What follows belongs to an exercise in optimizing a design on an open flow for small area, a short achievable clock period and few clock cycles; a production flow would make more cautious choices. In this exercise RTL edits were held to simulation tests only and were not proved equivalent to the original.

==> v2 <==
Design core, start of the top module:
module core #(parameter WIDTH = 32) (
  input wire clock, nreset,
  input wire [31:0] programdata,
  input wire [WIDTH-1:0] readramdata,
  output wire writeram,
  output wire [WIDTH-1:0] programaddress,
  output wire [WIDTH-1:0] ramaddress,
  output wire [WIDTH-1:0] writeramdata
);
  reg [31:0] pc_f;                        
  reg [31:0] ir_d, pc_d;                  
  reg        v_d, pred_d;
  reg [31:0] ir_x, pc_x, a_x, b_x;        
  reg        v_x, pred_x;
  reg        wen_m, ld_m, mul_m, mulh_m;
  reg [4:0]  rd_m;
  reg [31:0] res_m, a_m, b_m;
  reg        wen_w, mul_w, mulh_w;
  reg [4:0]  rd_w;
  reg [31:0] res_w;
  reg [63:0] ms_w, mc_w;                  
  reg        rst_q;                       
  reg        fm1, fm2, fw1, fw2;          
  reg        bw1, bw2;                    
  reg        btb_v, fbt_v;                
  reg [9:0]  btb_tag, fbt_tag;
  reg [29:0] btb_tgt, fbt_tgt;
  reg        upb_m, upf_m;                
  reg [9:0]  tag_m;
  reg [31:0] pa_o, ra_o, wd_o;            
  reg        we_o;
  assign programaddress = pa_o;
  wire hitb = btb_v & (pc_f[11:2] == btb_tag);
  wire hitf = fbt_v & (pc_f[11:2] == fbt_tag);
  ...
clock: 24.0 ns
lec_check: 0
abc_area: 1
cap_margin: 50
core_margin: 2
core_utilization: 50
place_density: 0.6
slew_margin: 50
run.sh (not shown) runs the stock make flow with config.mk's settings and CLKGATE_MAP_FILE= SYNTH_SCRIPT=/design/flow/synth_recipe.tcl, a recipe that flattens the netlist after the stock synthesis.
==> v32: changes against v2 <==
--- a/flow/design.v
+++ b/flow/design.v
@@ -5,70 +5,64 @@
   output wire writeram,
   output wire [WIDTH-1:0] programaddress,
   output wire [WIDTH-1:0] ramaddress,
   output wire [WIDTH-1:0] writeramdata
 );
   reg [31:0] pc_f;                        
-  reg [31:0] ir_d, pc_d;                  
-  reg        v_d, pred_d;
-  reg [31:0] ir_x, pc_x, a_x, b_x;        
-  reg        v_x, pred_x;
-  reg        wen_m, ld_m, mul_m, mulh_m;
+  reg [31:0] ir, pc_x;                    
+  reg        v_x;
+  reg        v_m, wen_m, ld_m, st_m, mul_m, mulh_m;
   reg [4:0]  rd_m;
   reg [31:0] res_m, a_m, b_m;
   reg        wen_w, mul_w, mulh_w;
   reg [4:0]  rd_w;
   reg [31:0] res_w;
   reg [63:0] ms_w, mc_w;                  
   reg        rst_q;                       
-  reg        fm1, fm2, fw1, fw2;          
-  reg        bw1, bw2;                    
-  reg        btb_v, fbt_v;                
-  reg [9:0]  btb_tag, fbt_tag;
-  reg [29:0] btb_tgt, fbt_tgt;
+  reg        btb_v, pred_x;               
+  reg [9:0]  btb_tag;
+  reg [29:0] btb_tgt;
+  reg        fbt_v;
   reg        upb_m, upf_m;                
   reg [9:0]  tag_m;
-  reg [31:0] pa_o, ra_o, wd_o;            
-  reg        we_o;
-  assign programaddress = pa_o;
+  reg [9:0]  fbt_tag;
+  reg [29:0] fbt_tgt;
+  assign programaddress = pc_f;
   wire hitb = btb_v & (pc_f[11:2] == btb_tag);
   wire hitf = fbt_v & (pc_f[11:2] == fbt_tag);
+  wire hit = hitb | hitf;
   wire [31:0] pc_seq = hitb ? {btb_tgt, 2'b00} : hitf ? {fbt_tgt, 2'b00} : pc_f + 4;
-  wire [4:0] rs1_d = ir_d[19:15];
-  wire [4:0] rs2_d = ir_d[24:20];
-  wire [31:0] rf1, rf2;
-  wire [31:0] wd_w;
-  regfile rf(.clk(clock), .rst_q(rst_q), .we(wen_w), .wa(rd_w), .wd(wd_w),
-             .ra1(rs1_d), .ra2(rs2_d), .rd1(rf1), .rd2(rf2));
-  wire [31:0] a_d = bw1 ? wd_w : rf1;
-  wire [31:0] b_d = bw2 ? wd_w : rf2;
-  wire [2:0] f3  = ir_x[14:12];
-  wire [4:0] rs1 = ir_x[19:15];
-  wire [4:0] rs2 = ir_x[24:20];
-  wire [4:0] rd  = ir_x[11:7];
-  wire is_ld  = ir_x[6:4] == 3'b000;
-  wire is_imm = ir_x[6:4] == 3'b001;
-  wire is_st  = ir_x[6:4] == 3'b010;
-  wire is_r   = ir_x[6:4] == 3'b011;
-  wire is_br  = ir_x[6];
-  wire is_mul = is_r & ir_x[25];
+  wire [2:0] f3  = ir[14:12];
+  wire [4:0] rs1 = ir[19:15];
+  wire [4:0] rs2 = ir[24:20];
+  wire [4:0] rd  = ir[11:7];
+  wire is_ld  = ir[6:4] == 3'b000;
+  wire is_imm = ir[6:4] == 3'b001;
+  wire is_st  = ir[6:4] == 3'b010;
+  wire is_r   = ir[6:4] == 3'b011;
+  wire is_br  = ir[6];
+  wire is_mul = is_r & ir[25];
   wire use2   = is_r | is_st | is_br;
   wire wr     = (is_ld | is_imm | is_r) & (rd != 5'd0);
-  wire [31:0] imm_i = {{20{ir_x[31]}}, ir_x[31:20]};
-  wire [31:0] imm_s = {{20{ir_x[31]}}, ir_x[31:25], ir_x[11:7]};
-  wire [31:0] imm_b = {{19{ir_x[31]}}, ir_x[31], ir_x[7], ir_x[30:25], ir_x[11:8], 1'b0};
+  wire [31:0] imm_i = {{20{ir[31]}}, ir[31:20]};
+  wire [31:0] imm_s = {{20{ir[31]}}, ir[31:25], ir[11:7]};
+  wire [31:0] imm_b = {{19{ir[31]}}, ir[31], ir[7], ir[30:25], ir[11:8], 1'b0};
   wire [31:0] target = pc_x + imm_b;
-  wire [31:0] a = fm1 ? res_m : fw1 ? res_w : a_x;
-  wire [31:0] b = fm2 ? res_m : fw2 ? res_w : b_x;
+  wire [31:0] rf1, rf2;
+  regfile rf(.clk(clock), .rst_q(rst_q), .we(wen_w), .wa(rd_w), .wd(wd_w),
+             .ra1(rs1), .ra2(rs2), .rd1(rf1), .rd2(rf2));
+  reg fm1, fm2, fw1, fw2;
+  wire [31:0] a = fm1 ? res_m : fw1 ? res_w : rf1;
+  wire [31:0] b = fm2 ? res_m : fw2 ? res_w : rf2;
   wire stall = v_x & (((ld_m | mul_m) & (fm1 | (use2 & fm2))) |
                       (mul_w & (fw1 | (use2 & fw2))));
-  wire [31:0] op2 = is_r ? b : is_st ? imm_s : imm_i;
-  wire [31:0] sum = a + op2;
+  wire [31:0] op2  = is_r ? b : is_st ? imm_s : imm_i;
+  wire [31:0] sum  = a + op2;
+  wire [31:0] shl  = a << b[4:0];
   wire signed [31:0] as = a, bs = b;
-  wire [31:0] shl = a << b[4:0];
-  wire [31:0] shr = as >>> b[4:0];
+  wire [31:0] shr  = as >>> b[4:0];
   reg  [31:0] res;
   always_comb begin
     case (f3)
       3'b111:  res = a & b;
       3'b110:  res = is_r ? (a | b) : (a ^ imm_i);
       3'b001:  res = shl;
@@ -77,111 +71,95 @@
     endcase
     if (is_ld | is_st) res = sum;
     if (is_br) res = target;             
   end
   wire eq = a == b;
   wire lt = as < bs;
-  wire cond = f3[2] ? (lt ^ f3[0]) : (eq ^ f3[0]);
-  wire br_t = is_br & cond;
-  wire redirect = v_x & ~stall & (pred_x ? ~(br_t & (target == pc_d)) : br_t);
+  wire cond  = f3[2] ? (lt ^ f3[0]) : (eq ^ f3[0]);
+  wire br_t  = is_br & cond;
+  wire redirect = v_x & ~stall & (pred_x ? ~(br_t & (target == pc_f)) : br_t);
   wire [31:0] fix_pc = br_t ? target : pc_x + 4;
   wire [63:0] ms, mc;
   multree mt(.a(a_m), .b(b_m), .s(ms), .c(mc));
   wire [63:0] prod = ms_w + mc_w;
   wire [31:0] mres = mulh_w ? {prod[63], prod[61:31]} : {prod[63], prod[30:0]};
-  assign wd_w = mul_w ? mres : res_w;
-  assign ramaddress   = ra_o;
-  assign writeramdata = wd_o;
-  assign writeram     = we_o;
+  wire [31:0] wd_w = mul_w ? mres : res_w;
+  assign ramaddress   = res_m;
+  assign writeramdata = b_m;
+  assign writeram     = v_m & st_m;
   always_ff @(posedge clock, negedge nreset)
     if (~nreset) begin
       pc_f  <= 0;
-      we_o  <= 0;
-      v_d   <= 0;
       v_x   <= 0;
+      v_m   <= 0;
       wen_m <= 0;
       wen_w <= 0;
       rst_q <= 0;
       btb_v <= 0;
       fbt_v <= 0;
       upb_m <= 0;
       upf_m <= 0;
     end else begin
       rst_q <= 1;
       if (redirect) begin
         pc_f <= fix_pc;
-        v_d  <= 0;
         v_x  <= 0;
       end else if (~stall) begin
         pc_f <= pc_seq;
-        v_d  <= 1;
-        v_x  <= v_d;
+        v_x  <= 1;
       end
-      we_o  <= v_x & ~stall & is_st;
+      upb_m <= v_x & ~stall & br_t & ir[31];
+      upf_m <= v_x & ~stall & br_t & ~ir[31];
+      if (upb_m)
+        btb_v <= 1;
+      if (upf_m)
+        fbt_v <= 1;
+      v_m   <= v_x & ~stall;
       wen_m <= v_x & ~stall & wr;
       wen_w <= wen_m;
-      upb_m <= v_x & ~stall & br_t & ir_x[31];
-      upf_m <= v_x & ~stall & br_t & ~ir_x[31];
-      if (upb_m) btb_v <= 1;
-      if (upf_m) fbt_v <= 1;
     end
-  wire [4:0] prs1 = programdata[19:15];
-  wire [4:0] prs2 = programdata[24:20];
-  wire wr_x = v_x & wr;
+  wire pm1 = programdata[19:15] == rd;
+  wire pm2 = programdata[24:20] == rd;
+  wire pw1 = programdata[19:15] == rd_m;
+  wire pw2 = programdata[24:20] == rd_m;
+  wire sw1 = rs1 == rd_m;
+  wire sw2 = rs2 == rd_m;
   always_ff @(posedge clock) begin
-    fm1 <= ~stall & wr_x & (rs1_d == rd);
-    fm2 <= ~stall & wr_x & (rs2_d == rd);
-    fw1 <= wen_m & (stall ? (rs1 == rd_m) : (rs1_d == rd_m));
-    fw2 <= wen_m & (stall ? (rs2 == rd_m) : (rs2_d == rd_m));
-    bw1 <= wen_m & (stall ? (rs1_d == rd_m) : (prs1 == rd_m));
-    bw2 <= wen_m & (stall ? (rs2_d == rd_m) : (prs2 == rd_m));
+    fm1 <= pm1 & (~stall & v_x & wr);
+    fm2 <= pm2 & (~stall & v_x & wr);
+    fw1 <= stall ? (wen_m & sw1) : (wen_m & pw1);
+    fw2 <= stall ? (wen_m & sw2) : (wen_m & pw2);
   end
-  always_ff @(posedge clock)
-    if (~nreset)
-      pa_o <= 0;
-    else if (redirect)
-      pa_o <= fix_pc;
-    else if (~stall)
-      pa_o <= pc_seq;
   always_ff @(posedge clock) begin
+    tag_m <= pc_x[11:2];
+    if (upb_m) begin
+      btb_tag <= tag_m;
+      btb_tgt <= res_m[31:2];
+    end
+    if (upf_m) begin
+      fbt_tag <= tag_m;
+      fbt_tgt <= res_m[31:2];
+    end
     if (~stall) begin
-      ir_d   <= programdata;
-      pc_d   <= pc_f;
-      pred_d <= hitb | hitf;
-      ir_x   <= ir_d;
-      pc_x   <= pc_d;
-      pred_x <= pred_d;
-      a_x    <= a_d;
-      b_x    <= b_d;
-    end else begin
-      a_x    <= (fw1 & ~fm1 & mul_w) ? mres : a;
-      b_x    <= (fw2 & ~fm2 & mul_w) ? mres : b;
+      ir     <= programdata;
+      pc_x   <= pc_f;
+      pred_x <= hit;
     end
     ld_m   <= is_ld;
+    st_m   <= is_st;
     mul_m  <= is_mul;
     mulh_m <= f3[0];
     rd_m   <= rd;
     res_m  <= res;
-    if (is_ld | is_st) ra_o <= sum;
-    if (is_st) wd_o <= b;
     a_m    <= a;
     b_m    <= b;
-    tag_m  <= pc_x[11:2];
-    if (upb_m) begin
-      btb_tag <= tag_m;
-      btb_tgt <= res_m[31:2];
-    end
-    if (upf_m) begin
-      fbt_tag <= tag_m;
-      fbt_tgt <= res_m[31:2];
-    end
+    rd_w   <= rd_m;
     mul_w  <= mul_m;
     mulh_w <= mulh_m;
     ms_w   <= ms;
     mc_w   <= mc;
-    rd_w   <= rd_m;
     res_w  <= ld_m ? readramdata : res_m;
   end
 endmodule
 module regfile (
   input wire clk, rst_q, we,
   input wire [4:0] wa, ra1, ra2,
CAP_MARGIN = 20   (was 50)
SLEW_MARGIN = 20   (was 50)
==> v28: changes against v2 <==
--- a/flow/design.v
+++ b/flow/design.v
@@ -79,14 +79,20 @@
     if (is_br) res = target;             
   end
   wire eq = a == b;
   wire lt = as < bs;
   wire cond = f3[2] ? (lt ^ f3[0]) : (eq ^ f3[0]);
   wire br_t = is_br & cond;
-  wire redirect = v_x & ~stall & (pred_x ? ~(br_t & (target == pc_d)) : br_t);
-  wire [31:0] fix_pc = br_t ? target : pc_x + 4;
+  wire go = v_x & ~stall;
+  wire redir0 = go & pred_x;                                    
+  wire redir1 = go & (pred_x ? ~(is_br & (target == pc_d)) : is_br);   
+  wire redirect = cond ? redir1 : redir0;
+  wire [31:0] pc_hold = ~stall ? pc_seq : pc_f;
+  wire [31:0] next0 = redir0 ? pc_x + 4 : pc_hold;
+  wire [31:0] next1 = redir1 ? (is_br ? target : pc_x + 4) : pc_hold;
+  wire [31:0] pc_next = cond ? next1 : next0;
   wire [63:0] ms, mc;
   multree mt(.a(a_m), .b(b_m), .s(ms), .c(mc));
   wire [63:0] prod = ms_w + mc_w;
   wire [31:0] mres = mulh_w ? {prod[63], prod[61:31]} : {prod[63], prod[30:0]};
   assign wd_w = mul_w ? mres : res_w;
   assign ramaddress   = ra_o;
@@ -104,18 +110,17 @@
       btb_v <= 0;
       fbt_v <= 0;
       upb_m <= 0;
       upf_m <= 0;
     end else begin
       rst_q <= 1;
+      pc_f <= pc_next;
       if (redirect) begin
-        pc_f <= fix_pc;
         v_d  <= 0;
         v_x  <= 0;
       end else if (~stall) begin
-        pc_f <= pc_seq;
         v_d  <= 1;
         v_x  <= v_d;
       end
       we_o  <= v_x & ~stall & is_st;
       wen_m <= v_x & ~stall & wr;
       wen_w <= wen_m;
@@ -135,16 +140,14 @@
     bw1 <= wen_m & (stall ? (rs1_d == rd_m) : (prs1 == rd_m));
     bw2 <= wen_m & (stall ? (rs2_d == rd_m) : (prs2 == rd_m));
   end
   always_ff @(posedge clock)
     if (~nreset)
       pa_o <= 0;
-    else if (redirect)
-      pa_o <= fix_pc;
-    else if (~stall)
-      pa_o <= pc_seq;
+    else
+      pa_o <= pc_next;
   always_ff @(posedge clock) begin
     if (~stall) begin
       ir_d   <= programdata;
       pc_d   <= pc_f;
       pred_d <= hitb | hitf;
       ir_x   <= ir_d;
==> flow/flow/run.sh (new file) <==
#!/bin/bash
set -euo pipefail
export BUFFER_PORTS_ARGS="-buffer_cell sky130_fd_sc_hd__buf_4"
bash standard.sh > standard.log 2>&1
==> flow/standard.sh (new file) <==
#!/bin/bash
# synth_recipe.tcl (not shown) runs the flow's synth.tcl, then flattens the netlist and writes it again
# the make line also repeats each setting of config.mk as NAME=value (left out here)
make -C /OpenROAD-flow-scripts/flow DESIGN_CONFIG=/design/flow/config.mk WORK_HOME=/design/flow/orfs CLKGATE_MAP_FILE= SYNTH_SCRIPT=/design/flow/synth_recipe.tcl "${@:-finish}"
removed: flow/run.sh
==> qor summary <==
                                                                           v32           v2          v28
Status                                                timing/DRC/antenna clean  timing/DRC/antenna clean  timing/DRC/antenna clean
Number of antenna violations at the first check in global routing           38           46           49
Number of cells produced by synthesis                                    11600        11300        11600
Max frequency                                                         91.8 MHz      146 MHz      160 MHz
Post-route clock period utilization                                      0.454        0.285        0.260
Total of clock buffers placed in the layout                                211          232          241
Total via count in the routed design                                     94600        95500        96600
TritonCTS Buffers                                                          165          181          188
Die height                                                         445 microns  460 microns  462 microns
GR met1 Demand/Resource                                                  0.606        0.593        0.578
Slew HR                                                                  0.149        0.416        0.408
Layout filler cell count                                                 17500        18400        18800
Testbench counts of v2, summed over its fixed seeds: cycles 105,224.
Testbench counts of v32, summed over its fixed seeds: cycles 103,201.
Testbench counts of v28, summed over its fixed seeds: cycles 105,224.

-- re-timing with driven ports --
The results above use ideal ports. As a check the final layouts listed here were re-extracted and re-timed, cells and wires unchanged. Step 1 sets driving cells, clkbuf_16 on the clock port and buf_2 on the other inputs (assumed; they add their load-dependent delay and slew). Step 2 also shifts input and output timing later by t, the mid clock arrival at the registers, as if the neighbouring blocks saw the same clock. a / b / c = no drivers / after step 1 / after step 2; a / b = the first two.
run	shift t [ns]	slack for setup (ns)	worst hold slack (ns)	clock arrival spread, ns	cell pins on the clock port's net
v2	0.942	17.169 / 17.074 / 17.360	0.351 / 0.351 / 0.351	0.128 / 0.127	1
v32	0.948	13.108 / 13.108 / 13.108	0.336 / 0.336 / 0.336	0.095 / 0.096	1
v28	0.976	17.749 / 17.637 / 17.648	0.335 / 0.335 / 0.335	0.103 / 0.102	1
After both steps setup and hold are still met in every run listed. The setup slack of v28, which loses most, moves by -0.112 ns with the drivers and by -0.101 ns with both steps.
